This is an optimization exercise on Yosys and OpenROAD, whose aim is small area, a short achievable clock period and few clock cycles per item, not a production implementation. At most, simulation tests tie the RTL to the original design; equivalence was not proved. Function not checked in run 9: the RTL went through the layout flow alone.

**design/flow/config.mk**
```make
export PLATFORM = sky130hd
export DESIGN_NAME = SquareRoot
export DESIGN_NICKNAME = SquareRoot
export VERILOG_FILES = /design/flow/design.v
export SDC_FILE = /design/flow/constraint.sdc
export NUM_CORES = 4
export LEC_CHECK = 0
export CAP_MARGIN = 20
export CORE_MARGIN = 2
export CORE_UTILIZATION = 40
export SLEW_MARGIN = 20
```
**design/flow/constraint.sdc**
```tcl
create_clock -name core_clock -period 8.5 [get_ports {clk}]
set_input_delay 1.7000 -clock core_clock [delete_from_list [all_inputs] [get_ports {clk}]]
set_output_delay 1.7000 -clock core_clock [all_outputs]
set_load 0.01 [all_outputs]
```
**design/flow/design.v**
```verilog
`timescale 1ns / 1ps
module SquareRoot(outdata,checkflag,clk,rst,start,indata);
 input wire clk;
 input wire rst;
 input wire start;
 input wire [31:0] indata;
 output reg [15:0] outdata;    
 output reg checkflag;
 reg [27:0] x;       
 reg [15:0] r;       
 reg        neg;     
 reg [3:0]  cnt;     
 wire go = start & (cnt == 4'd0);
 wire [17:0] sum = {r, x[27:26]} + {outdata ^ {16{~neg}}, 2'b11};
 reg [2:0] r0;       
 reg       n0;       
 reg [1:0] q0;
 always @(*) begin
    case (indata[31:28])
    4'd0:  begin r0 = 3'b111; n0 = 1'b1; q0 = 2'd0; end
    4'd1:  begin r0 = 3'd0;   n0 = 1'b0; q0 = 2'd1; end
    4'd2:  begin r0 = 3'd1;   n0 = 1'b0; q0 = 2'd1; end
    4'd3:  begin r0 = 3'd2;   n0 = 1'b0; q0 = 2'd1; end
    4'd4:  begin r0 = 3'b011; n0 = 1'b1; q0 = 2'd2; end
    4'd5:  begin r0 = 3'b100; n0 = 1'b1; q0 = 2'd2; end
    4'd6:  begin r0 = 3'b101; n0 = 1'b1; q0 = 2'd2; end
    4'd7:  begin r0 = 3'b110; n0 = 1'b1; q0 = 2'd2; end
    4'd8:  begin r0 = 3'b111; n0 = 1'b1; q0 = 2'd2; end
    4'd9:  begin r0 = 3'd0;   n0 = 1'b0; q0 = 2'd3; end
    4'd10: begin r0 = 3'd1;   n0 = 1'b0; q0 = 2'd3; end
    4'd11: begin r0 = 3'd2;   n0 = 1'b0; q0 = 2'd3; end
    4'd12: begin r0 = 3'd3;   n0 = 1'b0; q0 = 2'd3; end
    4'd13: begin r0 = 3'd4;   n0 = 1'b0; q0 = 2'd3; end
    4'd14: begin r0 = 3'd5;   n0 = 1'b0; q0 = 2'd3; end
    default: begin r0 = 3'd6; n0 = 1'b0; q0 = 2'd3; end
    endcase
 end
 always @(posedge clk) begin
    if (go) begin
        x       <= indata[27:0];
        r       <= {{13{n0}}, r0};
        neg     <= n0;
        outdata <= {14'd0, q0};
    end else begin
        x       <= {x[25:0], 2'b00};
        r       <= sum[15:0];
        neg     <= sum[17];
        if (cnt != 4'd0)
            outdata <= {outdata[14:0], ~sum[17]};
    end
 end
 always @(posedge clk) begin
    if (rst) begin
        cnt       <= 4'd0;
        checkflag <= 1'b0;
    end else if (go) begin
        cnt       <= 4'd14;
        checkflag <= 1'b0;
    end else if (cnt != 4'd0) begin
        cnt       <= cnt - 4'd1;
        checkflag <= (cnt == 4'd1);
    end
 end
endmodule
```
**design/flow/run.sh**
```bash
#!/bin/bash
# synth_recipe.tcl (not shown) runs the flow's synth.tcl, then flattens the netlist and writes it again
# the make line also repeats each setting of config.mk as NAME=value (left out here)
make -C /OpenROAD-flow-scripts/flow DESIGN_CONFIG=/design/flow/config.mk WORK_HOME=/design/flow/orfs CLKGATE_MAP_FILE= SYNTH_SCRIPT=/design/flow/synth_recipe.tcl finish
```
==> results_dict.tcl, run 1 <==
set metrics [dict create \
    postCtsHoldBufs 0 \
    port_buffers 51 \
    post_cts_buffers 0 \
    grt_pass1_wl_microns 11300 \
    final_common_cell "nand2_1" \
    status "timing/DRC/antenna clean" \
    routed_wl_microns 6760 \
    crit_chain "clkdlybuf4s50_1 -> clkinv_1 -> nor2_2 -> o211ai_1 -> o21a_1" \
    holdCritPathClass "flop to flop" \
    dr.pass1.iters 4 \
    worstHoldStart "x[25]" \
    cts_resized 0 \
    die_h_microns 92.5 \
    hold_violations 0 \
    relSlewSlack 0.327 \
    grt_max_degree 45 \
    track_usage 0.167 \
    tightest_slew_ns 1.01 \
    path_clk_slew_ns 0.08 \
    drv_slew 0 \
    viasPerCell 4.90 \
    syn_nets 436 \
    grt_overflow_total 0 \
    synth_ff_type "dfxtp_1" \
    r2r_start "neg" \
    startpoint_type "input port" \
    worstPathRequired_ns 8.59 \
    drtIter0Drc 121 \
    rows 32 \
    vias 2625 \
    maxCapViolations 0 \
    arrival_ns 3.59 \
    period_needed_ns 3.50 \
    ys_warn_count 1 \
    numCtsBuffers 9 \
    crit_start "start" \
    setup_viol 0 \
    crit_path_max_incr_delay_ns 0.54 \
    place.gp.congestion 0.827 \
    max_freq_ghz 0.286 \
    ant_nets 0 \
    clock-sinks 66 \
    dieWidth_microns 92.5 \
    avgSynthCellArea_sq_um 8.19 \
    clockBufferDepth 2 \
    holdWs_ns 0.420 \
    antennaDiodeCount 0 \
    dp_hpwl_microns 4930 \
    cts_tree "yes" \
    drc 0 \
    clock-root-buffer "clkbuf_8" \
    grt_pass1_vias 2431 \
    synthArstFlopShare 0 \
    clk_latency_ns 0.34 \
    netlist_area_sq_um 3130 \
    cpMaxStageDelayCell "clkdlybuf4s50_1" \
    synth_edf_count 2 \
    synth.distinct_cells 42 \
    ios 52 \
    tns_ns 0 \
    nets 483 \
    drt-wirelength-per-cell_microns 12.6 \
    netlist_instances 382 \
    clock-skew-final_ns 0.00709 \
    antenna_found_initial 0 \
    drive_gt1_frac 0.0599 \
    cts_htree_levels 3 \
    initial_utilization 0.409 \
    synth_top_cell_by_area "dfxtp_1" \
    crit_type "input port to flop" \
    mostFrequentLayoutCells "115 x nand2_1, 64 x dfxtp_1, 51 x clkdlybuf4s50_1" \
    die_area_sq_um 8550 \
    core_area_sq_um 7650 \
    end_kind "flop" \
    period_share 0.411 \
    yosysSeqAreaShare 0.429 \
    ys_seq_elements 66 \
    grt_setup_unrepaired "false" \
    synthTopCellsByArea "dfxtp_1 41%, nand2_1 14%, ha_1 7.6%" \
    cp_max_fo 17 \
    synth_top_cell_area_share 0.409 \
    syn2layout_area_growth_pct 26.3 \
]
-- synthesized netlist by cell type (2+ instances only) --
master,n
edfxtp_1,2
a211oi_1,4
a31oi_1,3
a21oi_1,18
nor3_1,4
and2_1,3
nor2_1,8
a21o_1,3
nand4_1,7
a21boi_0,2
xnor2_1,22
o21ai_0,31
inv_1,14
o211ai_1,7
xor2_1,8
a31o_2,2
mux2i_1,2
o31ai_1,3
ha_1,19
nand3_1,3
nand2b_1,4
nand2_1,115
nor2b_1,2
clkbuf_1,15
dfxtp_1,64
-- flip-flops by register name, indices dropped and copies added (netlist names) --
| register | cells |
|---|---|
| neg | 1 |
| r | 16 |
| outdata | 16 |
| checkflag | 1 |
| x | 28 |
| cnt | 4 |
-- path summary, 6_finish.rpt --
path | to | slack (ns) | cells past startpoint
max | outdata[0] | 5.00 | 5
min | x[27] | 0.42 | 2
max reg2reg | r[15] | 5.51 | 8
min reg2reg | x[27] | 0.42 | 2
-- layout make-up --
cell class / count / area (sq um)
fillers: 725 / 3700
multi-input cells: 284 / 1670
flip-flops and latches: 66 / 1340
repair buffers: 53 / 526
clock buffers: 12 / 176
well taps: 102 / 128
inverters: 15 / 56.3
clock inverters: 4 / 55.1
-- worst max-delay path, delay by kind of cell --
kind | cells | cell delay, ns
AO/OA/AOI/OAI | 2 | 0.69
AND/OR/NAND/NOR | 1 | 0.25
buffers and inverters | 2 | 0.94
-- metrics by stage --
step                      setup slack [ns]   util  instances  cell area (sq um)
final                                 5.00  0.517        536               3950
after global routing                  4.84  0.517        536               3950
after CTS                             5.01  0.517        536               3950
after detailed placement              4.65  0.486        520               3720
after global placement                4.69  0.486        520               3720
after floorplan                       5.71      -        382               3130
-- logic make-up (layout without fill, tap and decap cells) --
| group | Yosys count | count (layout) | share of synthesized area |
|---|---|---|---|
| XOR/XNOR | 30 | 30 | 0.0840 |
| AO/OA/AOI/OAI | 81 | 81 | 0.162 |
| buffers and inverters | 32 | 84 | 0.0388 |
| adder cells (fa/ha/maj) | 19 | 19 | 0.0760 |
| AND/OR/NAND/NOR | 152 | 152 | 0.204 |
| multiplexers | 2 | 2 | 0.00640 |
| flip-flops | 66 | 66 | 0.429 |
-- routing by layer --
layer  global-route usage  share of wire  vias to the layer above
li1                     -              -                     1383
met1                0.228           0.49                     1192
met2                0.260           0.46                       43
met3               0.0285          0.036                        7
met4               0.0709         0.0092                        0
met5                    0              0                        -
Testbench counts, summed over its fixed seeds: cycles 30,720, ops 2,048.
==> run 2: changes to the inputs <==
--- a/design/flow/config.mk
+++ b/design/flow/config.mk
@@ -7,2 +7,3 @@
 export LEC_CHECK = 0
+export ABC_CLOCK_PERIOD_IN_PS = 2500
 export CAP_MARGIN = 20
==> results_dict.tcl, run 2 <==
set metrics [dict create \
    status "timing/DRC/antenna clean" \
    drc 0 \
    r2r_start "neg" \
    cts_resized 0 \
    core_area_sq_um 7650 \
    regMostFlops "x" \
    numCtsBuffers 9 \
    multiInputGateArea_sq_um 1670 \
    fillers 725 \
    grt_setup_unrepaired "false" \
    synthTopCellsByArea "dfxtp_1 41%, nand2_1 14%, ha_1 7.6%" \
    r2r_end "r[15]" \
    nets 483 \
    crit_type "input port to flop" \
    cts_tree "yes" \
    synth_ff_type "dfxtp_1" \
    hold_violations 0 \
    holdCritPathClass "flop to flop" \
    final-seq-area_sq_um 1340 \
    period_share 0.411 \
    clock-root-buffer "clkbuf_8" \
    synth_simple_gate_area_frac 0.204 \
    relSlewSlack 0.327 \
    placed_cell_area_sq_um 3720 \
    avgSynthCellArea_sq_um 8.19 \
    ys_seq_elements 66 \
    dr.pass1.iters 4 \
    period_needed_ns 3.50 \
    drv_slew 0 \
    drtIter0Drc 121 \
    netlist_area_sq_um 3130 \
    clock-skew-final_ns 0.00709 \
    final_area_sq_um 3950 \
    holdWs_ns 0.420 \
    synth-compound-area-share 0.162 \
    viasPerCell 4.90 \
    antennaDiodeCount 0 \
    ios 52 \
    yosysSeqAreaShare 0.429 \
    setup_viol 0 \
    synthArstFlopShare 0 \
    clockBufferDepth 2 \
    drive_gt1_frac 0.0599 \
    synthAdderAreaFrac 0.0760 \
    worstPathRequired_ns 8.59 \
    cts_htree_levels 3 \
    syn_nets 436 \
    routed_wl_microns 6760 \
    tns_ns 0 \
    dp_hpwl_microns 4930 \
    holdPathStages 2 \
    max_freq_ghz 0.286 \
    track_usage 0.167 \
    path_clk_slew_ns 0.08 \
    worstHoldStart "x[25]" \
    synth_commonest_cells "115 x nand2_1, 64 x dfxtp_1, 31 x o21ai_0, 22 x xnor2_1, 19 x ha_1" \
    grt_max_degree 45 \
    syn2layout_area_growth_pct 26.3 \
    muxShareOfSynthArea 0.00640 \
    clock-sinks 66 \
    clk_latency_ns 0.34 \
    port_buffers 51 \
    arrival_ns 3.59 \
    maxCapViolations 0 \
    hold_end "x[27]" \
    vias 2625 \
    post_cts_buffers 0 \
    worstRegToRegCells 8 \
    synth_top_cell_area_share 0.409 \
    r2r_setup_slack_ns 5.51 \
    grt_overflow_total 0 \
    startpoint_type "input port" \
    place.gp.congestion 0.827 \
    antenna_found_initial 0 \
    initial_utilization 0.409 \
    yosysMostFrequentCell "nand2_1" \
    grt_pass1_vias 2431 \
    postCtsHoldBufs 0 \
    ys_warn_count 1 \
    mostFrequentLayoutCells "115 x nand2_1, 64 x dfxtp_1, 51 x clkdlybuf4s50_1" \
    synth_edf_count 2 \
    drt-wirelength-per-cell_microns 12.6 \
    netlist_instances 382 \
    synth_xor_area_frac 0.0840 \
    grt_pass1_wl_microns 11300 \
    die_area_sq_um 8550 \
    rows 32 \
    tightest_slew_ns 1.01 \
    dieWidth_microns 92.5 \
    final_util 0.517 \
    ant_nets 0 \
    synth_top_cell_by_area "dfxtp_1" \
    final_common_cell "nand2_1" \
    reg_top3 "x (28), outdata (16), r (16)" \
    largest_register_ffs 28 \
    synth_top_family_by_area "simple AND/OR/NAND/NOR gates" \
    die_h_microns 92.5 \
    synth.distinct_cells 42 \
    cp_max_fo 17 \
    end_kind "flop" \
]
==> run 2: cell counts after synthesis <==
Identical to the previous run, type by type.
==> run 2: metrics by stage <==
step           setup slack, ns  instances
5_1_grt                   4.84        536
3_5_place_dp              4.65        520
2_1_floorplan             5.71        382
6_report                  5.00        536
4_1_cts                   5.01        536
3_3_place_gp              4.69        520
==> run 2: cells by family after synthesis <==
family,count (synthesis)
AO/OA/AOI/OAI,81
XOR/XNOR,30
adder cells (fa/ha/maj),19
buffers and inverters,32
flip-flops,66
multiplexers,2
AND/OR/NAND/NOR,152
==> run 2: worst max path at each step <==
| stage | start | endpoint | slack (ns) | cells after the start |
|---|---|---|---|---|
| final | start | outdata[0] | 5.00 | 5 |
| after global routing | start | outdata[0] | 4.84 | 5 |
| after CTS | start | outdata[0] | 5.01 | 5 |
| after detailed placement | start | outdata[0] | 4.65 | 5 |
| after global placement | start | outdata[0] | 4.69 | 5 |
| after floorplan | start | outdata[0] | 5.71 | 4 |
==> run 2: worst max-delay path: stages <==
cell and delay, ns:
clkdlybuf4s50_1 0.54, clkinv_1 0.40, nor2_2 0.25, o211ai_1 0.44, o21a_1 0.25
==> run 2: metal layers <==
layer	GRT usage	up-vias	wire, microns
met4	0.0709	0	62
met2	0.260	43	3110
li1	-	1383	-
met5	0	-	0
met1	0.228	1192	3340
met3	0.0285	7	245
==> run 2: cell type report <==
| class | count | area share |
|---|---|---|
| Clock buffer | 12 | 0.0446 |
| Clock inverter | 4 | 0.0139 |
| Inverter | 15 | 0.0142 |
| Multi-Input combinational cell | 284 | 0.422 |
| Sequential cell | 66 | 0.339 |
| Tap cell | 102 | 0.0323 |
| Timing Repair Buffer | 53 | 0.133 |
==> run 3: changes to the inputs <==
--- a/design/flow/config.mk
+++ b/design/flow/config.mk
@@ -7,3 +7,3 @@
 export LEC_CHECK = 0
-export ABC_CLOCK_PERIOD_IN_PS = 2500
+export ABC_AREA = 1
 export CAP_MARGIN = 20
==> results_dict.tcl, run 3 <==
set metrics [dict create \
    dieWidth_microns 93.3 \
    startpoint_type "input port" \
    synth_xor_area_frac 0.0494 \
    path_clk_slew_ns 0.08 \
    setup_viol 0 \
    ys_warn_count 1 \
    regMostFlops "x" \
    grt_setup_unrepaired "false" \
    synthAdderAreaFrac 0.0745 \
    place.gp.congestion 0.806 \
    final_common_cell "nand2_1" \
    clock-root-buffer "clkbuf_8" \
    cp_max_fo 41 \
    netlist_area_sq_um 3190 \
    synth.distinct_cells 33 \
    hold_violations 0 \
    yosysMostFrequentCell "nand2_1" \
    max_freq_ghz 0.272 \
    routed_wl_microns 6900 \
    die_area_sq_um 8710 \
    die_h_microns 93.3 \
    core_area_sq_um 7730 \
    syn_nets 489 \
    relSlewSlack 0.418 \
    status "timing/DRC/antenna clean" \
    numCtsBuffers 9 \
    initial_utilization 0.413 \
    synthTopCellsByArea "dfxtp_1 40%, nand2_1 19%, ha_1 7.4%" \
    period_needed_ns 3.68 \
    netlist_instances 435 \
    synth_commonest_cells "160 x nand2_1, 64 x dfxtp_1, 46 x inv_1" \
    muxShareOfSynthArea 0.00313 \
    grt_overflow_total 0 \
    period_share 0.433 \
    reg_top3 "x (28), outdata (16), r (16)" \
    worstPathRequired_ns 8.71 \
    dr.pass1.iters 4 \
    fillers 770 \
    dp_hpwl_microns 5150 \
    synth_simple_gate_area_frac 0.277 \
    nets 538 \
    antennaDiodeCount 0 \
    cts_htree_levels 3 \
    port_buffers 51 \
    ios 52 \
    synth-compound-area-share 0.0976 \
    r2r_start "neg" \
    crit_type "input port to flop" \
    drive_gt1_frac 0.0450 \
    synth_top_family_by_area "simple AND/OR/NAND/NOR gates" \
    crit_start "start" \
    mostFrequentLayoutCells "160 x nand2_1, 64 x dfxtp_1, 51 x clkdlybuf4s50_1" \
    postCtsHoldBufs 0 \
    grt_pass1_wl_microns 11800 \
    synth_edf_count 2 \
    tns_ns 0 \
    wl_met1_microns 3380 \
    synth_top_cell_area_share 0.401 \
    clockBufferDepth 2 \
    arrival_ns 3.89 \
    worstHoldStart "x[12]" \
    clock-skew-final_ns 0.00832 \
    grt_pass1_vias 2612 \
    vias 2742 \
    drv_slew 0 \
    yosysSeqAreaShare 0.420 \
    rows 32 \
    syn2layout_area_growth_pct 24.1 \
    synth_ff_type "dfxtp_1" \
    tightest_slew_ns 0.870 \
    synth_top_cell_by_area "dfxtp_1" \
    end_kind "flop" \
    avgSynthCellArea_sq_um 7.34 \
    largest_register_ffs 28 \
    post_cts_buffers 0 \
    met2_length_microns 3110 \
    track_usage 0.172 \
    ys_seq_elements 66 \
    wl_met3_microns 307 \
    ant_nets 0 \
    grt_max_degree 42 \
    final_area_sq_um 3960 \
    clock-sinks 66 \
    viasPerCell 4.64 \
    clk_latency_ns 0.34 \
    maxCapViolations 0 \
    synthArstFlopShare 0 \
    antenna_found_initial 0 \
    drtIter0Drc 77 \
    drt-wirelength-per-cell_microns 11.7 \
    holdCritPathClass "flop to flop" \
    top_signal_layer_used "met4" \
    cts_tree "yes" \
    placed_cell_area_sq_um 3760 \
    cts_resized 0 \
    drc 0 \
]
## run 3: path summary, 6_finish.rpt
check,to,slack (ns),depth (start not counted)
min reg2reg,x[14],0.42,2
max,outdata[0],4.82,6
max reg2reg,outdata[0],5.78,11
min,x[14],0.42,2
## run 3: cells by family (layout without fill, tap and decap cells)
kind of cell               after synthesis  count (layout)
AOI/OAI and AO/OA                       55              55
xor gates and xnor gates                18              18
adders and majority gates               19              19
buffers and inverters                   60             114
DFF                                     66              66
muxes                                    1               1
and+or+nand+nor                        216             216
## run 3: routing by layer
| metal | track usage | vias to the layer above |
|---|---|---|
| met3 | 0.0451 | 10 |
| met4 | 0.0699 | 0 |
| met1 | 0.228 | 1202 |
| met2 | 0.266 | 49 |
| met5 | 0 | - |
| li1 | - | 1481 |
## run 3: critical path, stage by stage
cell             delay [ns]
clkdlybuf4s50_1        0.50
inv_1                  0.08
nor2_4                 0.68
inv_2                  0.51
or2_0                  0.33
nand2_1                0.07
## run 3: area by class of cell
class | count | area (sq um) | area share
tap | 102 | 128 | 0.0322
clock inverter | 7 | 82.6 | 0.0208
inverter | 47 | 176 | 0.0445
clock buffer | 9 | 124 | 0.0313
sequential | 66 | 1340 | 0.338
multi-input combinational | 309 | 1600 | 0.404
timing repair buffer | 51 | 510 | 0.129
## run 3: metrics by stage
| stage | worst slack [ns] | instances | utilization | hold WS, ns |
|---|---|---|---|---|
| after floorplan | 5.92 | 435 | - | 0.396 |
| after global placement | 4.44 | 575 | 0.486 | 0.401 |
| after detailed placement | 4.43 | 575 | 0.486 | 0.402 |
| after CTS | 4.78 | 591 | 0.513 | 0.420 |
| after global routing | 4.59 | 591 | 0.513 | 0.425 |
| final | 4.82 | 591 | 0.513 | 0.418 |
==> run 4: changes to the inputs <==
--- a/design/flow/config.mk
+++ b/design/flow/config.mk
@@ -7,6 +7,6 @@
 export LEC_CHECK = 0
-export ABC_AREA = 1
 export CAP_MARGIN = 20
 export CORE_MARGIN = 2
-export CORE_UTILIZATION = 40
+export CORE_UTILIZATION = 60
+export SETUP_SLACK_MARGIN = 5
 export SLEW_MARGIN = 20
==> results_dict.tcl, run 4 <==
set metrics [dict create \
    final_area_sq_um 3950 \
    postCtsHoldBufs 0 \
    yosysSeqAreaShare 0.429 \
    placedCellCount 488 \
    maxCapViolations 0 \
    synth_top_cell_area_share 0.409 \
    clk_latency_ns 0.34 \
    largest_register_ffs 28 \
    initial_utilization 0.617 \
    arrival_ns 3.52 \
    ys_warn_count 1 \
    grt_max_degree 45 \
    ios 52 \
    fillers 407 \
    core_area_sq_um 5070 \
    viasPerCell 5.27 \
    setup_viol 0 \
    synth_edf_count 2 \
    crit_chain "clkdlybuf4s50_1 -> clkinvlp_4 -> nor2_2 -> buf_4 -> or4_1 -> nand4_1" \
    ys_seq_elements 66 \
    clock-sinks 66 \
    status "timing/DRC/antenna clean" \
    ant_nets 0 \
    antenna_found_initial 0 \
    final_util 0.777 \
    pre_cts_ws_ns 4.66 \
    numCtsBuffers 9 \
    end_kind "flop" \
    crit_buf_inv 3 \
    nets 484 \
    drc 0 \
    netlist_instances 382 \
    final_cells 505 \
    multiInputGateArea_sq_um 1670 \
    synthTopCellsByArea "dfxtp_1 41%, nand2_1 14%, ha_1 7.6%" \
    worstPathRequired_ns 8.71 \
    crit_type "input port to flop" \
    placed_cell_area_sq_um 3680 \
    hold_violations 0 \
    tightest_slew_ns 0.835 \
    cts_htree_levels 3 \
    regMostFlops "x" \
    setup_slack_ns 5.19 \
    dp_hpwl_microns 4700 \
    cp_max_fo 44 \
    final_common_cell "nand2_1" \
    port_buffers 51 \
    period_needed_ns 3.31 \
    grt_overflow_total 0 \
    clock-skew-final_ns 0.0103 \
    mostFrequentLayoutCells "115 x nand2_1, 64 x dfxtp_1, 51 x clkdlybuf4s50_1" \
    drv_slew 0 \
    grt_pass1_wl_microns 11700 \
    clockBufferDepth 2 \
    syn2layout_area_growth_pct 26.1 \
    place.gp.congestion 0.848 \
    synth_top_cell_by_area "dfxtp_1" \
    holdCritPathClass "flop to flop" \
    die_h_microns 76.2 \
    drt-wirelength-per-cell_microns 13.3 \
    reg_top3 "x (28), outdata (16), r (16)" \
    syn_nets 436 \
    synth_ff_type "dfxtp_1" \
    max_freq_ghz 0.302 \
    startpoint_type "input port" \
    cts_tree "yes" \
    cp_top_family "buffers and inverters" \
    relSlewSlack 0.442 \
    drive_gt1_frac 0.0621 \
    clock-root-buffer "clkbuf_8" \
    antennaDiodeCount 0 \
    die_area_sq_um 5810 \
    vias 2663 \
    path_clk_slew_ns 0.08 \
    tns_ns 0 \
    yosysMostFrequentCell "nand2_1" \
    netlist_area_sq_um 3130 \
    grt_pass1_vias 2498 \
    crit_path_max_incr_delay_ns 0.59 \
    rows 26 \
    track_usage 0.250 \
    period_share 0.389 \
    synth.distinct_cells 42 \
    holdWs_ns 0.421 \
    cpMaxStageDelayCell "clkdlybuf4s50_1" \
    synth_commonest_cells "115 x nand2_1, 64 x dfxtp_1, 31 x o21ai_0, 22 x xnor2_1, 19 x ha_1" \
    grt_setup_unrepaired "false" \
    avgSynthCellArea_sq_um 8.19 \
    synthArstFlopShare 0 \
    dr.pass1.iters 4 \
    routed_wl_microns 6710 \
    drtIter0Drc 171 \
    final-seq-area_sq_um 1340 \
    dieWidth_microns 76.2 \
]
==> run 4: final timing paths <==
| path | from | end | slack [ns] | depth (start not counted) |
|---|---|---|---|---|
| max | start | r[15] | 5.19 | 6 |
| min | x[8] | x[10] | 0.42 | 2 |
| max reg2reg | neg | outdata[0] | 5.44 | 8 |
| min reg2reg | x[8] | x[10] | 0.42 | 2 |
==> run 4: kinds of logic after synthesis <==
logic type	Yosys count	share of synthesized area
multiplexers	2	0.00640
flip-flops	66	0.429
buffers and inverters	32	0.0388
adder cells (fa/ha/maj)	19	0.0760
AND/OR/NAND/NOR	152	0.204
AO/OA/AOI/OAI	81	0.162
XOR/XNOR	30	0.0840
==> run 4: what timing repair did <==
action	in CTS	in global routing
buffers inserted	0	1
setup endpoints to repair	0	15
gates resized for setup	0	1
==> run 4: layout make-up <==
type	count	share of cell area
Clock buffer	12	0.0393
Multi-Input combinational cell	284	0.423
Tap cell	70	0.0222
Inverter	15	0.0152
Timing Repair Buffer	54	0.135
Clock inverter	4	0.0251
Sequential cell	66	0.340
==> run 4: worst register-to-register path, cell delays in order (launching register included) <==
cell      delay, ns
dfxtp_1        0.85
xnor2_1        0.25
ha_1           0.42
a21oi_1        0.25
o211ai_1       0.15
a21boi_0       0.38
o211ai_1       0.18
xnor2_1        0.17
o21a_1         0.18
==> run 4: per-layer routing <==
metal	track usage	part of all wire
met5	0	0
met4	0.0582	0.0088
met3	0.0794	0.048
met2	0.413	0.48
met1	0.321	0.46
==> run 5: changes to the inputs <==
--- a/design/flow/design.v
+++ b/design/flow/design.v
@@ -38,14 +38,17 @@
  always @(posedge clk) begin
-    if (go) begin
-        x       <= indata[27:0];
-        r       <= {{13{n0}}, r0};
-        neg     <= n0;
+    if (cnt == 4'd0) begin
+        x   <= indata[27:0];
+        r   <= {{13{n0}}, r0};
+        neg <= n0;
+    end else begin
+        x   <= {x[25:0], 2'b00};
+        r   <= sum[15:0];
+        neg <= sum[17];
+    end
+ end
+ always @(posedge clk) begin
+    if (cnt != 4'd0)
+        outdata <= {outdata[14:0], ~sum[17]};
+    else if (start)
         outdata <= {14'd0, q0};
-    end else begin
-        x       <= {x[25:0], 2'b00};
-        r       <= sum[15:0];
-        neg     <= sum[17];
-        if (cnt != 4'd0)
-            outdata <= {outdata[14:0], ~sum[17]};
-    end
  end
==> results_dict.tcl, run 5 <==
set metrics [dict create \
    ant_nets 0 \
    path_clk_slew_ns 0.08 \
    grt_max_degree 51 \
    netlist_instances 355 \
    postCtsHoldBufs 0 \
    period_needed_ns 3.33 \
    grt_pass1_wl_microns 11000 \
    avgSynthCellArea_sq_um 9.05 \
    dieWidth_microns 77.2 \
    clock-root-buffer "clkbuf_8" \
    drv_slew 0 \
    synth_top_cell_area_share 0.312 \
    maxCapViolations 0 \
    setup_viol 0 \
    grt_pass1_vias 2594 \
    mostFrequentLayoutCells "92 x nand2_1, 51 x clkdlybuf4s50_1, 50 x dfxtp_1" \
    core_area_sq_um 5140 \
    hold_violations 0 \
    ios 52 \
    viasPerCell 5.34 \
    tightest_slew_ns 0.917 \
    yosysMostFrequentCell "nand2_1" \
    largest_register_ffs 28 \
    synth_top_cell_by_area "dfxtp_1" \
    yosysSeqAreaShare 0.461 \
    initial_utilization 0.625 \
    syn_nets 410 \
    syn2layout_area_growth_pct 22.6 \
    final_util 0.766 \
    drtIter0Drc 159 \
    synthTopCellsByArea "dfxtp_1 31%, edfxtp_1 15%, nand2_1 11%" \
    clock-sinks 66 \
    max_freq_ghz 0.300 \
    rows 26 \
    regMostFlops "x" \
    grt_overflow_total 0 \
    vias 2564 \
    fillers 426 \
    numCtsBuffers 9 \
    end_kind "flop" \
    relSlewSlack 0.388 \
    tns_ns 0 \
    worstPathRequired_ns 8.69 \
    grt_setup_unrepaired "false" \
    drt-wirelength-per-cell_microns 12.9 \
    die_h_microns 77.2 \
    clk_latency_ns 0.35 \
    crit_type "input port to flop" \
    dr.pass1.iters 4 \
    ys_seq_elements 66 \
    reg_top3 "x (28), outdata (16), r (16)" \
    multiInputGateArea_sq_um 1610 \
    synthArstFlopShare 0 \
    drc 0 \
    place.gp.congestion 0.867 \
    cts_tree "yes" \
    synth_commonest_cells "92 x nand2_1, 50 x dfxtp_1, 22 x xnor2_1, 20 x ha_1" \
    synth_ff_type "dfxtp_1" \
    track_usage 0.233 \
    die_area_sq_um 5950 \
    status "timing/DRC/antenna clean" \
    cp_max_fo 3 \
    synth_edf_count 16 \
    drive_gt1_frac 0.0585 \
    routed_wl_microns 6210 \
    nets 460 \
    antennaDiodeCount 0 \
    final-seq-area_sq_um 1480 \
    synth.distinct_cells 41 \
    port_buffers 51 \
    netlist_area_sq_um 3210 \
    antenna_found_initial 0 \
    period_share 0.392 \
    holdCritPathClass "flop to flop" \
    clockBufferDepth 2 \
    dp_hpwl_microns 4290 \
    clock-skew-final_ns 0.00833 \
    r2r_setup_slack_ns 5.56 \
    startpoint_type "input port" \
    arrival_ns 3.52 \
    cts_htree_levels 3 \
    ys_warn_count 1 \
    final_common_cell "nand2_1" \
]
-- run 5: changes by cell type in the layout (fill, tap and decap cells not counted), moves of 5 or more --
cell,delta
nand2_1,-23
dfxtp_1,-14
nor2_1,+6
edfxtp_1,+14
o21ai_0,-15
and2_1,+13
o211ai_1,-5
-- run 5: worst max-delay path, cell delays in order --
cell and delay, ns:
clkdlybuf4s50_1 0.48, inv_1 0.05, ha_1 0.20, nor2b_1 0.16, o21ai_4 0.17, inv_1 0.09
or4_1 0.56, o211ai_1 0.12
-- run 5: cells by family after synthesis --
kind of cell / Yosys count / share of synthesized area
flops: 66 / 0.461
simple gates: 153 / 0.215
mux: 3 / 0.00935
fa+ha+maj: 20 / 0.0779
compound gates: 60 / 0.122
xor+xnor: 27 / 0.0736
buf+inv: 26 / 0.0417
-- run 5: worst paths after layout --
check / start / to / depth (start not counted)
worst min register to register: x[0] / x[2] / 2
worst max-delay path: indata[28] / outdata[0] / 8
worst max register to register: neg / outdata[0] / 7
worst min-delay path: x[0] / x[2] / 2
-- run 5: per-stage QoR --
step / std cells / hold WS (ns) / cell area (sq um) / setup WS [ns]
after global routing: 480 / 0.452 / 3940 / 5.08
after global placement: 463 / 0.402 / 3740 / 4.52
after CTS: 480 / 0.427 / 3940 / 5.16
after detailed placement: 463 / 0.409 / 3740 / 4.40
after floorplan: 355 / 0.399 / 3210 / 5.39
final: 480 / 0.423 / 3940 / 5.17
-- run 5: repair_timing --
| action | 4_1_cts | 5_1_grt |
|---|---|---|
| setup endpoints to repair | 2 | 0 |
| gates resized for setup | 1 | 0 |
| buffers inserted | 1 | 0 |
-- run 5: area by class of cell --
class                      instances  area share
tap                               70      0.0222
multi-input combinational        263       0.409
inverter                          11      0.0105
sequential                        66       0.376
clock inverter                     6      0.0124
timing repair buffer              54       0.135
clock buffer                      10      0.0349
-- run 5: routing by layer --
metal  vias up  GRT usage  part of all wire
met1      1184      0.268              0.44
met3        15     0.0529             0.041
met5         -          0                 0
li1       1309          -                 -
met4         0      0.123             0.025
met2        56      0.400              0.49
Testbench counts of run 5, summed over its fixed seeds: cycles 30,720, ops 2,048.
==> run 6: changes to the inputs <==
==> design/flow/flow/run.sh (new file) <==
#!/bin/bash
set -euo pipefail
MARGIN=$(cat flow/margin.txt)
bash standard.sh "BUFFER_PORTS_ARGS=-buffer_cell sky130_fd_sc_hd__buf_2" \
  "SETUP_SLACK_MARGIN=$MARGIN" finish > standard.log 2>&1
==> design/flow/flow/margin.txt (new file) <==
6.0
==> design/flow/standard.sh (new file) <==
#!/bin/bash
# synth_recipe.tcl (not shown) runs the flow's synth.tcl, then flattens the netlist and writes it again
# the make line also repeats each setting of config.mk as NAME=value (left out here)
make -C /OpenROAD-flow-scripts/flow DESIGN_CONFIG=/design/flow/config.mk WORK_HOME=/design/flow/orfs CLKGATE_MAP_FILE= SYNTH_SCRIPT=/design/flow/synth_recipe.tcl "${@:-finish}"
removed: design/flow/run.sh
==> results_dict.tcl, run 6 <==
set metrics [dict create \
    status "timing/DRC/antenna clean" \
    drv_slew 0 \
    drtIter0Drc 139 \
    placedCellCount 463 \
    synth_top_cell_by_area "dfxtp_1" \
    place.gp.congestion 0.851 \
    cts_htree_levels 3 \
    drc 0 \
    cpMaxStageDelayCell "edfxtp_1" \
    cts_tree "yes" \
    clock-skew-final_ns 0.00608 \
    holdPathStages 2 \
    synth_ff_type "dfxtp_1" \
    grt_pass1_vias 2559 \
    hold_violations 0 \
    dr.pass1.iters 4 \
    clock-sinks 66 \
    yosysSeqAreaShare 0.461 \
    ys_seq_elements 66 \
    cp_top_family "flip-flops" \
    synthTopCellsByArea "dfxtp_1 31%, edfxtp_1 15%, nand2_1 11%" \
    drive_gt1_frac 0.256 \
    synth_top_cell_area_share 0.312 \
    largest_register_ffs 28 \
    grt_max_degree 51 \
    rows 26 \
    period_share 0.311 \
    arrival_ns 0.94 \
    reg_top3 "x (28), outdata (16), r (16)" \
    regMostFlops "x" \
    port_buffers 51 \
    viasPerCell 5.19 \
    met2_length_microns 3160 \
    crit_buf_inv 1 \
    holdCritPathClass "flop to flop" \
    ant_nets 0 \
    startpoint_type "flop" \
    crit_chain "buf_2" \
    tightest_slew_ns 0.504 \
    synth.distinct_cells 41 \
    r2r_setup_slack_ns 6.05 \
    r2r_end "outdata[0]" \
    worstHoldStart "x[7]" \
    antenna_found_initial 0 \
    grt_pass1_wl_microns 10900 \
    setup_viol 0 \
    crit_type "flop to output pin" \
    ios 52 \
    nets 484 \
    worstRegToRegCells 7 \
    numCtsBuffers 9 \
    grt_overflow_total 0 \
    vias 2617 \
    hold_end "x[9]" \
    synthArstFlopShare 0 \
    antennaDiodeCount 0 \
    grt_setup_unrepaired "true" \
    crit_path_max_incr_delay_ns 0.43 \
    netlist_area_sq_um 3210 \
    period_needed_ns 2.64 \
    mostFrequentLayoutCells "92 x nand2_1, 48 x dfxtp_1, 48 x buf_2" \
    synth_edf_count 16 \
    track_usage 0.231 \
    ys_warn_count 1 \
    syn_nets 410 \
    yosysMostFrequentCell "nand2_1" \
    tns_ns 0 \
    syn2layout_area_growth_pct 23.1 \
    clockBufferDepth 2 \
    relSlewSlack 0.664 \
    initial_utilization 0.625 \
    synth_commonest_cells "92 x nand2_1, 50 x dfxtp_1, 22 x xnor2_1, 20 x ha_1" \
    path_clk_slew_ns 0.08 \
    top_signal_layer_used "met4" \
    worstPathRequired_ns 6.80 \
    final_cells 504 \
    maxCapViolations 0 \
    die_area_sq_um 5950 \
    clock-root-buffer "clkbuf_8" \
    core_area_sq_um 5140 \
    clk_latency_ns 0.35 \
    cp_max_fo 3 \
    end_kind "output pin" \
    dieWidth_microns 77.2 \
    die_h_microns 77.2 \
    wl_met3_microns 238 \
    dp_hpwl_microns 4080 \
    avgSynthCellArea_sq_um 9.05 \
    r2r_start "neg" \
    max_freq_ghz 0.378 \
    drt-wirelength-per-cell_microns 12.8 \
    wl_met1_microns 2990 \
    routed_wl_microns 6470 \
    netlist_instances 355 \
    final_common_cell "nand2_1" \
]
-- run 6: cell counts after synthesis --
Identical to the previous run, type by type.
-- run 6: metrics by stage --
stage	hold slack, ns	instance area [sq um]	worst slack, ns	util
3_3_place_gp	0.402	3530	5.22	0.686
2_1_floorplan	0.399	3260	5.62	-
6_report	0.418	3950	5.86	0.769
3_5_place_dp	0.403	3530	5.19	0.686
4_1_cts	0.418	3860	5.84	0.752
5_1_grt	0.438	3950	5.82	0.769
-- run 6: worst max-delay path by stage --
stage / from / slack, ns / depth (start not counted) / end
after floorplan: indata[29] / 5.62 / 7 / outdata[0]
after global placement: indata[29] / 5.22 / 8 / outdata[0]
after detailed placement: indata[29] / 5.19 / 8 / outdata[0]
after CTS: outdata[6] / 5.84 / 1 / outdata[6]
after global routing: outdata[6] / 5.82 / 1 / outdata[6]
final: outdata[6] / 5.86 / 1 / outdata[6]
-- run 6: final cells by class --
cell class / instances / area, sq um
Clock buffer: 9 / 124
Sequential cell: 66 / 1490
Tap cell: 70 / 87.6
Clock inverter: 7 / 68.8
Inverter: 11 / 62.6
Timing Repair Buffer: 78 / 480
Fill cell: 412 / 1190
Multi-Input combinational cell: 263 / 1640
-- run 6: timing repair --
| item | CTS | global route |
|---|---|---|
| gates cloned | 0 | 0 |
| setup buffers | 15 | 10 |
| endpoints found under the setup margin | 28 | 38 |
| hold buffers | 0 | 0 |
| pin swaps | 1 | 3 |
| gates resized for setup | 10 | 6 |
-- run 6: logic make-up (layout without fill, tap and decap cells) --
logic type | after synthesis | count (layout) | share of synthesized area
fa+ha+maj | 20 | 20 | 0.0779
mux | 3 | 3 | 0.00935
flops | 66 | 66 | 0.461
compound gates | 60 | 60 | 0.122
simple gates | 153 | 153 | 0.215
xor+xnor | 27 | 27 | 0.0736
buf+inv | 26 | 105 | 0.0417
-- run 6: layer usage --
metal / vias to the layer above / global-route usage
met5: - / 0
met1: 1200 / 0.279
li1: 1356 / -
met4: 0 / 0.111
met3: 7 / 0.0459
met2: 54 / 0.393
==> run 7: changes to the inputs <==
==> design/flow/flow/margin.txt (replaced) <==
5.8
==> results_dict.tcl, run 7 <==
set metrics [dict create \
    status "timing/DRC/antenna clean" \
    hold_end "x[2]" \
    synth_commonest_cells "92 x nand2_1, 50 x dfxtp_1, 22 x xnor2_1, 20 x ha_1" \
    antennaDiodeCount 0 \
    ios 52 \
    regMostFlops "x" \
    r2r_setup_slack_ns 6.05 \
    hold_violations 0 \
    grt_pass1_wl_microns 11000 \
    maxCapViolations 0 \
    clock-root-buffer "clkbuf_8" \
    period_needed_ns 2.69 \
    mostFrequentLayoutCells "92 x nand2_1, 49 x dfxtp_1, 49 x buf_2" \
    grt_overflow_total 0 \
    die_area_sq_um 5950 \
    rows 26 \
    drtIter0Drc 116 \
    holdPathStages 2 \
    avgSynthCellArea_sq_um 9.05 \
    fillers 417 \
    cp_max_fo 3 \
    netlist_instances 355 \
    setup_slack_ns 5.81 \
    synth_edf_count 16 \
    startpoint_type "input port" \
    period_share 0.317 \
    track_usage 0.232 \
    vias 2553 \
    die_h_microns 77.2 \
    clock-sinks 66 \
    synth_top_cell_by_area "dfxtp_1" \
    pre_cts_ws_ns 5.18 \
    drv_slew 0 \
    antenna_found_initial 0 \
    synthTopCellsByArea "dfxtp_1 31%, edfxtp_1 15%, nand2_1 11%" \
    synth_ff_type "dfxtp_1" \
    crit_type "input port to flop" \
    largest_register_ffs 28 \
    grt_setup_unrepaired "true" \
    holdWs_ns 0.423 \
    place.gp.congestion 0.850 \
    end_kind "flop" \
    yosysMostFrequentCell "nand2_1" \
    port_buffers 51 \
    final_common_cell "nand2_1" \
    cts_htree_levels 3 \
    numCtsBuffers 9 \
    nets 462 \
    ys_warn_count 1 \
    worstPathRequired_ns 8.68 \
    routed_wl_microns 6440 \
    dp_hpwl_microns 4240 \
    arrival_ns 2.87 \
    path_clk_slew_ns 0.07 \
    clockBufferDepth 2 \
    synth.distinct_cells 41 \
    initial_utilization 0.625 \
    dieWidth_microns 77.2 \
    setup_viol 0 \
    dr.pass1.iters 4 \
    max_freq_ghz 0.372 \
    drive_gt1_frac 0.204 \
    clock-skew-final_ns 0.00761 \
    r2r_start "neg" \
    netlist_area_sq_um 3210 \
    final_util 0.729 \
    grt_max_degree 51 \
    worstRegToRegCells 8 \
    reg_top3 "x (28), outdata (16), r (16)" \
    r2r_end "r[15]" \
    syn2layout_area_growth_pct 16.7 \
    grt_pass1_vias 2555 \
    holdCritPathClass "flop to flop" \
    cts_tree "yes" \
    tightest_slew_ns 0.487 \
    core_area_sq_um 5140 \
    tns_ns 0 \
    drt-wirelength-per-cell_microns 13.4 \
    postCtsHoldBufs 0 \
    crit_start "indata[29]" \
    synth_top_cell_area_share 0.312 \
    relSlewSlack 0.676 \
    worstHoldStart "x[0]" \
    synthArstFlopShare 0 \
    viasPerCell 5.30 \
    ant_nets 0 \
    yosysSeqAreaShare 0.461 \
    ys_seq_elements 66 \
    clk_latency_ns 0.34 \
    drc 0 \
    syn_nets 410 \
]
[run 7: cell counts after synthesis]
Identical to the previous run, type by type.
[run 7: routing by layer]
metal  global-route usage  vias up  routed length, microns
li1                     -     1306                       -
met1                0.268     1160                    2820
met2                0.417       75                    3120
met3               0.0447       12                     364
met4               0.0964        0                     127
met5                    0        -                       0
[run 7: cell type report]
type | count | area, sq um | area share
inverter | 11 | 62.6 | 0.0167
tap | 70 | 87.6 | 0.0234
clock inverter | 5 | 27.5 | 0.00735
sequential | 66 | 1490 | 0.396
timing repair buffer | 56 | 310 | 0.0828
multi-input combinational | 263 | 1630 | 0.436
clock buffer | 11 | 141 | 0.0377
[run 7: cells by family (layout without fill, tap and decap cells)]
logic type | count (synthesis) | after routing | share of synthesized area
buf+inv | 26 | 83 | 0.0417
fa+ha+maj | 20 | 20 | 0.0779
compound gates | 60 | 60 | 0.122
flops | 66 | 66 | 0.461
simple gates | 153 | 153 | 0.215
xor+xnor | 27 | 27 | 0.0736
mux | 3 | 3 | 0.00935
[run 7: what timing repair did]
action | 4_1_cts | 5_1_grt
setup buffers | 1 | 2
endpoints found under the setup margin | 8 | 21
pin swaps | 1 | 0
resized for setup | 2 | 4
[run 7: critical path: stages]
cell and delay (ns):
buf_4 0.13, inv_12 0.03, ha_4 0.14, nor2b_4 0.13, o21ai_4 0.13, inv_2 0.06, or4_4 0.43, o211ai_1 0.11
[run 7: through the flow]
stage	instance area, sq um	instances
floorplan	3260	355
global placement	3530	463
detailed placement	3530	463
CTS	3710	480
global route	3750	482
finish	3750	482
[run 7: how the worst max path moves through the flow]
| stage | depth (start not counted) | slack [ns] | end |
|---|---|---|---|
| after floorplan | 7 | 5.62 | outdata[0] |
| after global placement | 8 | 5.24 | outdata[0] |
| after detailed placement | 8 | 5.18 | outdata[0] |
| after CTS | 8 | 5.82 | outdata[0] |
| after global routing | 8 | 5.77 | outdata[0] |
| final | 8 | 5.81 | outdata[0] |
==> run 8: changes to the inputs <==
==> design/flow/flow/run.sh (replaced) <==
#!/bin/bash
set -euo pipefail
MARGIN=$(cat flow/margin.txt)
bash standard.sh "BUFFER_PORTS_ARGS=-buffer_cell sky130_fd_sc_hd__buf_1" \
  "SETUP_SLACK_MARGIN=$MARGIN" finish > standard.log 2>&1
--- a/design/flow/config.mk
+++ b/design/flow/config.mk
@@ -9,3 +9,3 @@
 export CORE_MARGIN = 2
-export CORE_UTILIZATION = 60
+export CORE_UTILIZATION = 75
 export SETUP_SLACK_MARGIN = 5
==> results_dict.tcl, run 8 <==
set metrics [dict create \
    status "timing/DRC/antenna clean" \
    grt_pass1_vias 2603 \
    dr.pass1.iters 5 \
    synthAdderAreaFrac 0.0779 \
    clk_latency_ns 0.35 \
    synthTopCellsByArea "dfxtp_1 31%, edfxtp_1 15%, nand2_1 11%" \
    grt_max_degree 51 \
    clock-root-buffer "clkbuf_8" \
    dp_hpwl_microns 4490 \
    grt_overflow_total 0 \
    avgSynthCellArea_sq_um 9.05 \
    worstRegToRegCells 7 \
    antennaDiodeCount 0 \
    final_cells 461 \
    drv_slew 0 \
    clock-sinks 66 \
    final_common_cell "nand2_1" \
    hold_violations 0 \
    cts_tree "yes" \
    regMostFlops "x" \
    met2_length_microns 3720 \
    netlist_area_sq_um 3210 \
    viasPerCell 5.80 \
    place.gp.congestion 0.878 \
    holdPathStages 2 \
    r2r_start "neg" \
    synth-compound-area-share 0.122 \
    ios 52 \
    clockBufferDepth 2 \
    placed_cell_area_sq_um 3440 \
    track_usage 0.315 \
    final_util 0.909 \
    maxCapViolations 0 \
    yosysSeqAreaShare 0.461 \
    muxShareOfSynthArea 0.00935 \
    nets 461 \
    synth_edf_count 16 \
    pre_cts_ws_ns 5.05 \
    relSlewSlack 0.538 \
    clock-skew-final_ns 0.00563 \
    grt_setup_unrepaired "false" \
    synth_commonest_cells "92 x nand2_1, 50 x dfxtp_1, 22 x xnor2_1, 20 x ha_1" \
    rows 23 \
    vias 2674 \
    postCtsHoldBufs 0 \
    top_signal_layer_used "met4" \
    r2r_end "outdata[0]" \
    synth_xor_area_frac 0.0736 \
    tns_ns 0 \
    ys_warn_count 1 \
    synth_simple_gate_area_frac 0.215 \
    period_needed_ns 2.66 \
    holdWs_ns 0.429 \
    syn_nets 410 \
    arrival_ns 2.86 \
    ant_nets 0 \
    crit_type "input port to flop" \
    die_area_sq_um 4820 \
    yosysMostFrequentCell "nand2_1" \
    syn2layout_area_growth_pct 14.8 \
    max_freq_ghz 0.375 \
    synthArstFlopShare 0 \
    synth_top_family_by_area "simple AND/OR/NAND/NOR gates" \
    ys_seq_elements 66 \
    routed_wl_microns 7250 \
    drive_gt1_frac 0.0803 \
    end_kind "flop" \
    holdCritPathClass "flop to flop" \
    die_h_microns 69.4 \
    period_share 0.313 \
    worstHoldStart "x[18]" \
    antenna_found_initial 0 \
    synth_ff_type "dfxtp_1" \
    numCtsBuffers 9 \
    path_clk_slew_ns 0.08 \
    r2r_setup_slack_ns 6.01 \
    tightest_slew_ns 0.692 \
    port_buffers 51 \
    synth_top_cell_by_area "dfxtp_1" \
    cp_max_fo 2 \
    reg_top3 "x (28), outdata (16), r (16)" \
    setup_viol 0 \
    dieWidth_microns 69.4 \
    synth_top_cell_area_share 0.312 \
    largest_register_ffs 28 \
    setup_slack_ns 5.84 \
    cts_htree_levels 3 \
    hold_end "x[20]" \
    wl_met3_microns 345 \
    netlist_instances 355 \
    core_area_sq_um 4060 \
    wl_met1_microns 2940 \
    mostFrequentLayoutCells "92 x nand2_1, 49 x dfxtp_1, 49 x buf_1" \
    drt-wirelength-per-cell_microns 15.7 \
    worstPathRequired_ns 8.69 \
    initial_utilization 0.792 \
    synth.distinct_cells 41 \
    grt_pass1_wl_microns 11900 \
    placedCellCount 443 \
    drtIter0Drc 176 \
    drc 0 \
    startpoint_type "input port" \
    final_area_sq_um 3690 \
]
run 8: layout make-up:
type	count	area, sq um
clock buffer	10	128
multi-input combinational	263	1630
fill	175	369
timing repair buffer	55	233
tap	50	62.6
clock inverter	6	88.8
inverter	11	58.8
sequential	66	1490
run 8: worst max-delay path by stage:
stage,slack [ns],to,start
4_1_cts,5.82,outdata[0],indata[29]
3_3_place_gp,5.11,outdata[0],indata[29]
5_1_grt,5.80,outdata[0],indata[28]
3_5_place_dp,5.05,outdata[0],indata[29]
2_1_floorplan,5.62,outdata[0],indata[29]
6_report,5.84,outdata[0],indata[28]
run 8: critical path: stages:
cell and delay (ns):
buf_4 0.11, inv_6 0.03, ha_4 0.14, nor2b_4 0.13, o21ai_4 0.17, inv_2 0.06
or4_4 0.42, o211ai_1 0.10
run 8: cell families (layout without fill, tap and decap cells):
group,count (synthesis),after routing
AO/OA/AOI/OAI,60,60
XOR/XNOR,27,27
adder cells (fa/ha/maj),20,20
buffers and inverters,26,82
flip-flops,66,66
multiplexers,3,3
AND/OR/NAND/NOR,153,153
run 8: timing repair:
item,4_1_cts,5_1_grt
endpoints found under the hold margin,0,0
pin swaps,1,1
endpoints found under the setup margin,8,4
gates resized for setup,4,4
setup buffers,1,1
run 8: layer usage:
layer,up-vias,track usage
met5,-,0
met4,0,0.170
met3,27,0.0596
met2,98,0.552
met1,1241,0.363
li1,1308,-
==> run 9: changes to the inputs <==
--- a/design/flow/design.v
+++ b/design/flow/design.v
@@ -8,3 +8,3 @@
  output reg checkflag;
- reg [27:0] x;       
+ reg [13:0] h;       
  reg [15:0] r;       
@@ -12,4 +12,10 @@
  reg [3:0]  cnt;     
- wire go = start & (cnt == 4'd0);
- wire [17:0] sum = {r, x[27:26]} + {outdata ^ {16{~neg}}, 2'b11};
+ wire idle = (cnt == 4'd0);
+ reg [15:0] q;
+ integer k;
+ always @(*) begin
+    for (k = 0; k < 16; k = k + 1)
+        q[k] = outdata[k] & (cnt <= 15 - k);
+ end
+ wire [17:0] sum = {r, h[13], outdata[15]} + {q ^ {16{~neg}}, 2'b11};
  reg [2:0] r0;       
@@ -37,5 +43,12 @@
  end
+ reg [13:0] hi_in, lo_in;
+ always @(*) begin
+    for (k = 0; k < 14; k = k + 1) begin
+        hi_in[k] = indata[2*k+1];
+        lo_in[k] = indata[2*k];
+    end
+ end
  always @(posedge clk) begin
-    if (cnt == 4'd0) begin
-        x   <= indata[27:0];
+    if (idle) begin
+        h   <= hi_in;
         r   <= {{13{n0}}, r0};
@@ -43,3 +56,3 @@
     end else begin
-        x   <= {x[25:0], 2'b00};
+        h   <= {h[12:0], 1'b0};
         r   <= sum[15:0];
@@ -49,6 +62,6 @@
  always @(posedge clk) begin
-    if (cnt != 4'd0)
+    if (!idle)
         outdata <= {outdata[14:0], ~sum[17]};
     else if (start)
-        outdata <= {14'd0, q0};
+        outdata <= {lo_in, q0};
  end
@@ -58,6 +71,6 @@
         checkflag <= 1'b0;
-    end else if (go) begin
+    end else if (start & idle) begin
         cnt       <= 4'd14;
         checkflag <= 1'b0;
-    end else if (cnt != 4'd0) begin
+    end else if (!idle) begin
         cnt       <= cnt - 4'd1;
==> design/flow/flow/run.sh (replaced) <==
#!/bin/bash
set -euo pipefail
MARGIN=$(cat flow/margin.txt)
bash standard.sh "BUFFER_PORTS_ARGS=-buffer_cell sky130_fd_sc_hd__buf_2" \
  "SETUP_SLACK_MARGIN=$MARGIN" finish > standard.log 2>&1
--- a/design/flow/config.mk
+++ b/design/flow/config.mk
@@ -9,3 +9,3 @@
 export CORE_MARGIN = 2
-export CORE_UTILIZATION = 75
+export CORE_UTILIZATION = 60
 export SETUP_SLACK_MARGIN = 5
==> results_dict.tcl, run 9 <==
set metrics [dict create \
    cpMaxStageDelayCell "edfxtp_1" \
    synth_top_cell_by_area "dfxtp_1" \
    crit_type "flop to output pin" \
    ant_nets 0 \
    routed_wl_microns 7410 \
    synth_commonest_cells "103 x nand2_1, 36 x dfxtp_1, 24 x ha_1, 19 x a21oi_1, 18 x o21ai_0" \
    crit_chain "buf_2" \
    clockBufferDepth 2 \
    synth_edf_count 16 \
    tns_ns 0 \
    vias 2740 \
    drt-wirelength-per-cell_microns 15.1 \
    cts_htree_levels 2 \
    viasPerCell 5.57 \
    cp_max_fo 5 \
    clk_latency_ns 0.30 \
    die_h_microns 75.1 \
    wl_met1_microns 3350 \
    place.gp.congestion 0.857 \
    grt_pass1_wl_microns 11400 \
    period_share 0.315 \
    wl_met3_microns 305 \
    holdCritPathClass "flop to flop" \
    grt_pass1_vias 2654 \
    synth.distinct_cells 48 \
    period_needed_ns 2.67 \
    ios 52 \
    grt_setup_unrepaired "true" \
    relSlewSlack 0.443 \
    synthArstFlopShare 0 \
    end_kind "output pin" \
    holdWs_ns 0.429 \
    drc 0 \
    pre_cts_ws_ns 4.97 \
    yosysMostFrequentCell "nand2_1" \
    grt_overflow_total 0 \
    die_area_sq_um 5630 \
    postCtsHoldBufs 0 \
    crit_buf_inv 1 \
    synth_ff_type "dfxtp_1" \
    dp_hpwl_microns 4870 \
    max_freq_ghz 0.374 \
    track_usage 0.264 \
    hold_violations 0 \
    arrival_ns 0.97 \
    netlist_instances 354 \
    drtIter0Drc 158 \
    setup_slack_ns 5.83 \
    cts_tree "yes" \
    dieWidth_microns 75.1 \
    yosysSeqAreaShare 0.397 \
    numCtsBuffers 5 \
    met2_length_microns 3580 \
    antenna_found_initial 0 \
    ys_warn_count 1 \
    final_util 0.810 \
    avgSynthCellArea_sq_um 8.56 \
    crit_path_max_incr_delay_ns 0.48 \
    mostFrequentLayoutCells "100 x nand2_1, 51 x buf_2, 31 x dfxtp_1" \
    reg_top3 "outdata (16), r (16), h (14)" \
    antennaDiodeCount 0 \
    cp_top_family "flip-flops" \
    drive_gt1_frac 0.299 \
    synth_top_cell_area_share 0.238 \
    drv_slew 0 \
    tightest_slew_ns 0.836 \
    synthTopCellsByArea "dfxtp_1 24%, edfxtp_1 16%, nand2_1 13%" \
    port_buffers 51 \
    ys_seq_elements 52 \
    status "timing/DRC/antenna clean" \
    syn2layout_area_growth_pct 28.0 \
    startpoint_type "flop" \
    setup_viol 0 \
    final_common_cell "nand2_1" \
    netlist_area_sq_um 3030 \
    initial_utilization 0.633 \
    clock-root-buffer "clkbuf_8" \
    maxCapViolations 0 \
    rows 25 \
    worstPathRequired_ns 6.80 \
    syn_nets 413 \
    path_clk_slew_ns 0.10 \
    core_area_sq_um 4790 \
    nets 483 \
    clock-skew-final_ns 0.00522 \
    dr.pass1.iters 4 \
    top_signal_layer_used "met4" \
    clock-sinks 52 \
    grt_max_degree 41 \
]
[run 9: cell count changes after synthesis, moves of 8 or more]
cell | previous run | this run
and2_1 | 16 | 1
dfxtp_1 | 50 | 36
nand2_1 | 92 | 103
xnor2_1 | 22 | 10
xor2_1 | 5 | 13
[run 9: layer usage]
layer | GRT usage | vias to the layer above
met3 | 0.0482 | 16
met1 | 0.338 | 1282
met2 | 0.440 | 75
li1 | - | 1367
met5 | 0 | -
met4 | 0.109 | 0
[run 9: worst paths after layout]
path | startpoint | to | slack [ns] | cells after the start
hold / removal | h[6] | h[7] | 0.43 | 2
hold reg to reg | h[6] | h[7] | 0.43 | 2
setup / recovery | outdata[15] | outdata[15] | 5.83 | 1
setup reg to reg | cnt[1] | neg | 5.85 | 12
[run 9: cell type report]
| type | instances | area [sq um] |
|---|---|---|
| Clock buffer | 5 | 68.8 |
| Clock inverter | 3 | 68.8 |
| Fill cell | 324 | 908 |
| Inverter | 10 | 50.0 |
| Multi-Input combinational cell | 278 | 1920 |
| Sequential cell | 52 | 1220 |
| Tap cell | 67 | 83.8 |
| Timing Repair Buffer | 77 | 467 |
[run 9: per-stage QoR]
step           instances  area, sq um
2_1_floorplan        354         3040
3_5_place_dp         460         3340
5_1_grt              492         3880
6_report             492         3880
3_3_place_gp         460         3340
4_1_cts              473         3580
[run 9: cell families (layout without fill, tap and decap cells)]
kind of cell | after synthesis | after routing | synth area share
flip-flops | 52 | 52 | 0.397
multiplexers | 3 | 3 | 0.0116
buffers and inverters | 24 | 95 | 0.0318
AO/OA/AOI/OAI | 79 | 79 | 0.183
AND/OR/NAND/NOR | 149 | 149 | 0.212
XOR/XNOR | 23 | 23 | 0.0665
adder cells (fa/ha/maj) | 24 | 24 | 0.0991
[run 9: repair_timing]
item	in CTS	in global routing
pin swaps	9	21
setup endpoints to repair	16	11
setup buffers	5	19
hold endpoints to repair	0	0
resized for setup	20	33

-- port drivers added, routing unchanged --
In the flow no input, the clock included, has a driving cell. The finished layouts below were timed again as built, in two steps.
Step 1 assumes that a clkbuf_16 drives the clock port and a buf_2 every other input.
Step 2 also shifts input and output timing later by t, the mid clock arrival at the registers, as if the neighbouring blocks saw the same clock.
a / b / c = no drivers / after step 1 / after step 2; a / b = the first two.
| run | shift t [ns] | slack for setup (ns) | worst setup path at the end | worst data-port slew with drivers (ns) | cell pins on the clock port's net |
|---|---|---|---|---|---|
| run 1 | 0.363 | 5.004 / 5.010 / 4.647 | input to register | 0.04 | 1 |
| run 2 | 0.363 | 5.004 / 5.010 / 4.647 | input to register | 0.04 | 1 |
| run 3 | 0.373 | 4.822 / 4.835 / 4.461 | input to register | 0.04 | 1 |
| run 4 | 0.363 | 5.189 / 5.196 / 4.833 | input to register | 0.04 | 1 |
| run 5 | 0.370 | 5.169 / 5.174 / 4.803 | input to register | 0.03 | 1 |
| run 6 | 0.374 | 5.858 / 5.829 / 5.496 | input to register | 0.05 | 1 |
| run 7 | 0.364 | 5.809 / 5.809 / 5.445 | input to register | 0.03 | 1 |
| run 8 | 0.374 | 5.837 / 5.809 / 5.438 | input to register | 0.05 | 1 |
| run 9 | 0.332 | 5.827 / 5.796 / 5.587 | input to register | 0.03 | 1 |
After both steps every run listed still meets setup and hold. The setup slack of run 8, which loses most, moves by -0.028 ns with the drivers and by -0.399 ns with both steps.
